Context: an optimization exercise on an open-source flow, tuned for small area. The choices shown serve that exercise and are no tape-out recipe.
Where RTL was checked, it was by simulation tests only, not by an equivalence proof against the original.
Power figures rest on the tool's default switching activity, not on a simulated workload.

Design snake_game, start of the top module:
module snake_game(clk,
						rst,
						btn_right,
						btn_left,
						btn_up,
						btn_down,
						h_sync,
						v_sync,
						vgaRed,
						vgaGreen,
						vgaBlue);
Settings: LEC_CHECK=0, CAP_MARGIN=20, CORE_MARGIN=2, CORE_UTILIZATION=60, CTS_BUF_LIST=sky130_fd_sc_hd__clkbuf_8, CTS_CLUSTER_SIZE=20, SLEW_MARGIN=20; clock period 8.0 ns.
run.sh (not shown) runs the stock make flow with config.mk's settings and CLKGATE_MAP_FILE= SYNTH_SCRIPT=/design/flow/synth_recipe.tcl, a recipe that flattens the netlist after the stock synthesis.
Change:
Settings changed: CORE_UTILIZATION 60 to 40, CTS_BUF_LIST sky130_fd_sc_hd__clkbuf_8 to unset, CTS_CLUSTER_SIZE 20 to unset.
Worst hold slack is better by 0.0039 ns.
Total power is higher by a few percent.
Routed wire length is higher by a few percent.
Global-route usage is lower by 8.9 points.
First-iteration DRC count is lower by a little under a tenth.
Synthesized area is unchanged.
Sequential share of layout area is lower by 0.70 points.
Change:
Settings changed: CORE_UTILIZATION 40 to 60, CTS_BUF_LIST set to sky130_fd_sc_hd__clkbuf_4, CTS_CLUSTER_SIZE set to 30.
Synthesized cell count is unchanged.
Cell area came out lower by about 1.7%.
Routed wire length falls by 1.2%.
Setup slack is better by 0.44 ns.
Die area went down by 33%.


== run 1 ==
snake_game, a different RTL version from the one above (not shown whole).
For scale: ~450 flip-flops, roughly 16 I/O pins, ~18000 sq um of cells after synthesis.
Settings: LEC_CHECK=0, CAP_MARGIN=20, CORE_MARGIN=2, CORE_UTILIZATION=60, CTS_CLUSTER_DIAMETER=100, CTS_CLUSTER_SIZE=28, SLEW_MARGIN=20, SYNTH_HIERARCHICAL=1, SYNTH_MINIMUM_KEEP_SIZE=0; clock period 8.0 ns.
Run 1: PASS, flow complete, no timing, DRC or antenna violations
Edits applied to the flow inputs when going from run 1 to run 2:
- a change of CTS_CLUSTER_SIZE from 28 to 30
==> run summary <==
- Compared with run 1, run 2 shows a higher total combinational power.
- Run 1 -> run 2: period utilization flat
- ~same post-layout net count in run 2 and run 1
- Number of input and output port buffers inserted: run 1 vs run 2 identical
- There was hardly any difference in transition at the pin with the smallest max-transition slack between run 1 and run 2.
- The final worst setup slack on run 1 is in line with that on run 2.
- Diff run 2..run 1 | wire length reported by the detailed router | negligible
### run 2 -> run 3
- CORE_UTILIZATION: 60 -> 72
- CTS_CLUSTER_SIZE: 30 -> 25
Notes after the runs:
- Changes observed in run 3 relative to run 2: total wire length after detailed routing shows an increase of 4.6%, total design power shows an increase of 0.000086 W.
- Comparing run 2 against run 3, there is no change at all in max-slew violation total from the final report.
- Run 3 went all the way through synthesis, placement and routing and the layout is clean on timing, DRC and antenna.
- What run 3 reported for area enclosed by the die boundary has to be multiplied by 1.19 to get the figure for run 2.
- Taking run 2 as the reference, in run 3 sequential share of cell area was more or less identical, power attributed to the clock group went up by about 7%, maximum clock skew at final layout was more or less identical.
Changes in run 4 relative to run 3:
- CORE_UTILIZATION changed from 72 to 60
--- outcome ---
Layout cell share with drive strength beyond 1 across run 4 and run 3: no real change. The start point of the critical path comes out SV.r_pixel[0] in one run and PS.post_ticket in the other, namely in run 4 and run 3 respectively. Met1 wire length: run 4 vs run 3 up 5.9%. Summary of run 4 over run 3: design area climbed about 0.6%; maximum frequency climbed 22 MHz. First-pass GRT wire length, run 4 vs run 3: down by a few percent. Comparing run 4 and run 3, the lower share of the clock period used by the worst path was measured on run 4. met1 track demand over resource ends up higher on run 3. Run 4: logic depth of the worst path, buffers included 5 below run 3.


## lane 3
snake_game again, from the RTL that the note above started with.
clock: 8.0 ns
lec_check: 0
cap_margin: 20
core_margin: 2
core_utilization: 60
cts_cluster_diameter: 100
cts_cluster_size: 25
place_density: 0.75
slew_margin: 20
synth_hierarchical: 1
synth_minimum_keep_size: 0
The following lists how lane 2 was set up differently from lane 3:
diff --git a/flow/config.mk b/flow/config.mk
--- a/flow/config.mk
+++ b/flow/config.mk
@@ -10,5 +10,5 @@
 export CORE_UTILIZATION = 60
-export CTS_CLUSTER_DIAMETER = 100
-export CTS_CLUSTER_SIZE = 25
-export PLACE_DENSITY = 0.75
+export CTS_BUF_LIST = sky130_fd_sc_hd__clkbuf_8
+export CTS_CLUSTER_DIAMETER = 60
+export CTS_CLUSTER_SIZE = 15
 export SLEW_MARGIN = 20
==> comparison <==
Of lane 3 and lane 2, the run reporting the higher setup slack was lane 2.
Looking at lane 3 and lane 2, the wire length of the first global-routing pass is a wash.
Aggregate routed wire length in lane 2 vs lane 3: up 3.0%
Delta (lane 2 minus lane 3): upper clock frequency limit now larger; total number of cells along the worst setup path now smaller; sequential share of layout area now smaller.
Lane 2 against lane 3: pin count of the biggest net entering global routing shows an increase of 10, clock power share +1.7 points.
In lane 2 the buffers plus inverters on the worst setup path turned out 2 higher than in lane 3.
A end point of the critical path of PS.wpos[6] is what lane 3 shows, while v_sync belongs to lane 2.
Taking lane 3 as the reference, in lane 2 total iterations of the first detailed-routing run grew by 1; share of post-route cells with drive strength above 1 +2.0 points.


run A:
snake_game, a different RTL version from the one above (not shown whole).
For scale: ~2100 cells after synthesis.
make LEC_CHECK=0 CAP_MARGIN=20 CORE_MARGIN=2 CORE_UTILIZATION=60 CTS_CLUSTER_DIAMETER=100 CTS_CLUSTER_SIZE=25 SLEW_MARGIN=20 finish   # period 8.0 ns
## Diff of input files: run B against run A
Settings: CTS_CLUSTER_DIAMETER: 100 -> 60; CTS_CLUSTER_SIZE: 25 -> 30.
## What came out
On minimum clock period: run B sits above run A. Run A -> run B: depth of the critical timing path with buffers and inverters included delta 0, exact match. Compared to run A, run B has global-route wire length before repair about 0.7% higher. Changes observed in run B relative to run A: worst hold slack comparable, total power per unit cell area now larger.
No functional check of the RTL was part of any run of this note.


snake_game, a different RTL version from the one above (not shown whole).
For scale: about 1800 cells after synthesis, roughly 440 flip-flops, about 16 I/O pins, ~18000 sq um of cells after synthesis.
Settings: LEC_CHECK=0, CAP_MARGIN=20, CORE_MARGIN=2, CORE_UTILIZATION=60, CTS_CLUSTER_DIAMETER=60, CTS_CLUSTER_SIZE=30, SLEW_MARGIN=20, SYNTH_HIERARCHICAL=1, SYNTH_MINIMUM_KEEP_SIZE=0; clock period 8.0 ns.
==> next run, changes <==
Settings changed: CTS_CLUSTER_DIAMETER 60 to 100, CTS_CLUSTER_SIZE 30 to 25.
Effect:
- synthesized cell count is unchanged
- non-clock buffer count is unchanged
- fmax went down by 0.31%
- setup slack is worse by 0.015 ns
- die area does not change
- total power decreases by 17%

[what the ideal ports hide]
In the flow no input, the clock included, has a driving cell. The finished layouts below were timed again as built, in two steps.
Step 1 sets driving cells, clkbuf_16 on the clock port and buf_2 on the other inputs (assumed; they add their load-dependent delay and slew).
Step 2 moves the port delays by t, midway between the first and last clock arrival at a register: inputs arrive t later, outputs are due t later. That takes back most of the time a late clock gives input paths.
Slacks: no drivers / after step 1 / after step 2; pairs: no drivers / after step 1.
run	shift t [ns]	slack for setup (ns)	clock arrival spread, ns
the first run of note 1	0.703	2.815 / 2.815 / 2.815	0.040 / 0.039
the second run of note 1	0.660	2.385 / 2.385 / 2.385	0.042 / 0.042
the third run of note 1	0.871	2.824 / 2.824 / 2.824	0.075 / 0.075
run 1	0.595	3.648 / 3.595 / 3.813	0.035 / 0.035
run 2	0.591	3.649 / 3.598 / 3.862	0.031 / 0.031
run 3	0.595	3.166 / 3.166 / 3.166	0.035 / 0.034
run 4	0.605	3.639 / 3.589 / 3.858	0.029 / 0.029
lane 3	0.599	3.331 / 3.331 / 3.331	0.037 / 0.036
lane 2	0.637	3.615 / 3.565 / 3.856	0.022 / 0.021
run A	0.628	1.240 / 1.240 / 1.240	0.026 / 0.026
run B	0.638	1.235 / 1.235 / 1.235	0.030 / 0.030
the first run of note 5	0.587	3.313 / 3.313 / 3.313	0.035 / 0.035
the second run of note 5	0.579	3.298 / 3.298 / 3.298	0.052 / 0.051
After both steps every run listed still meets setup and hold.
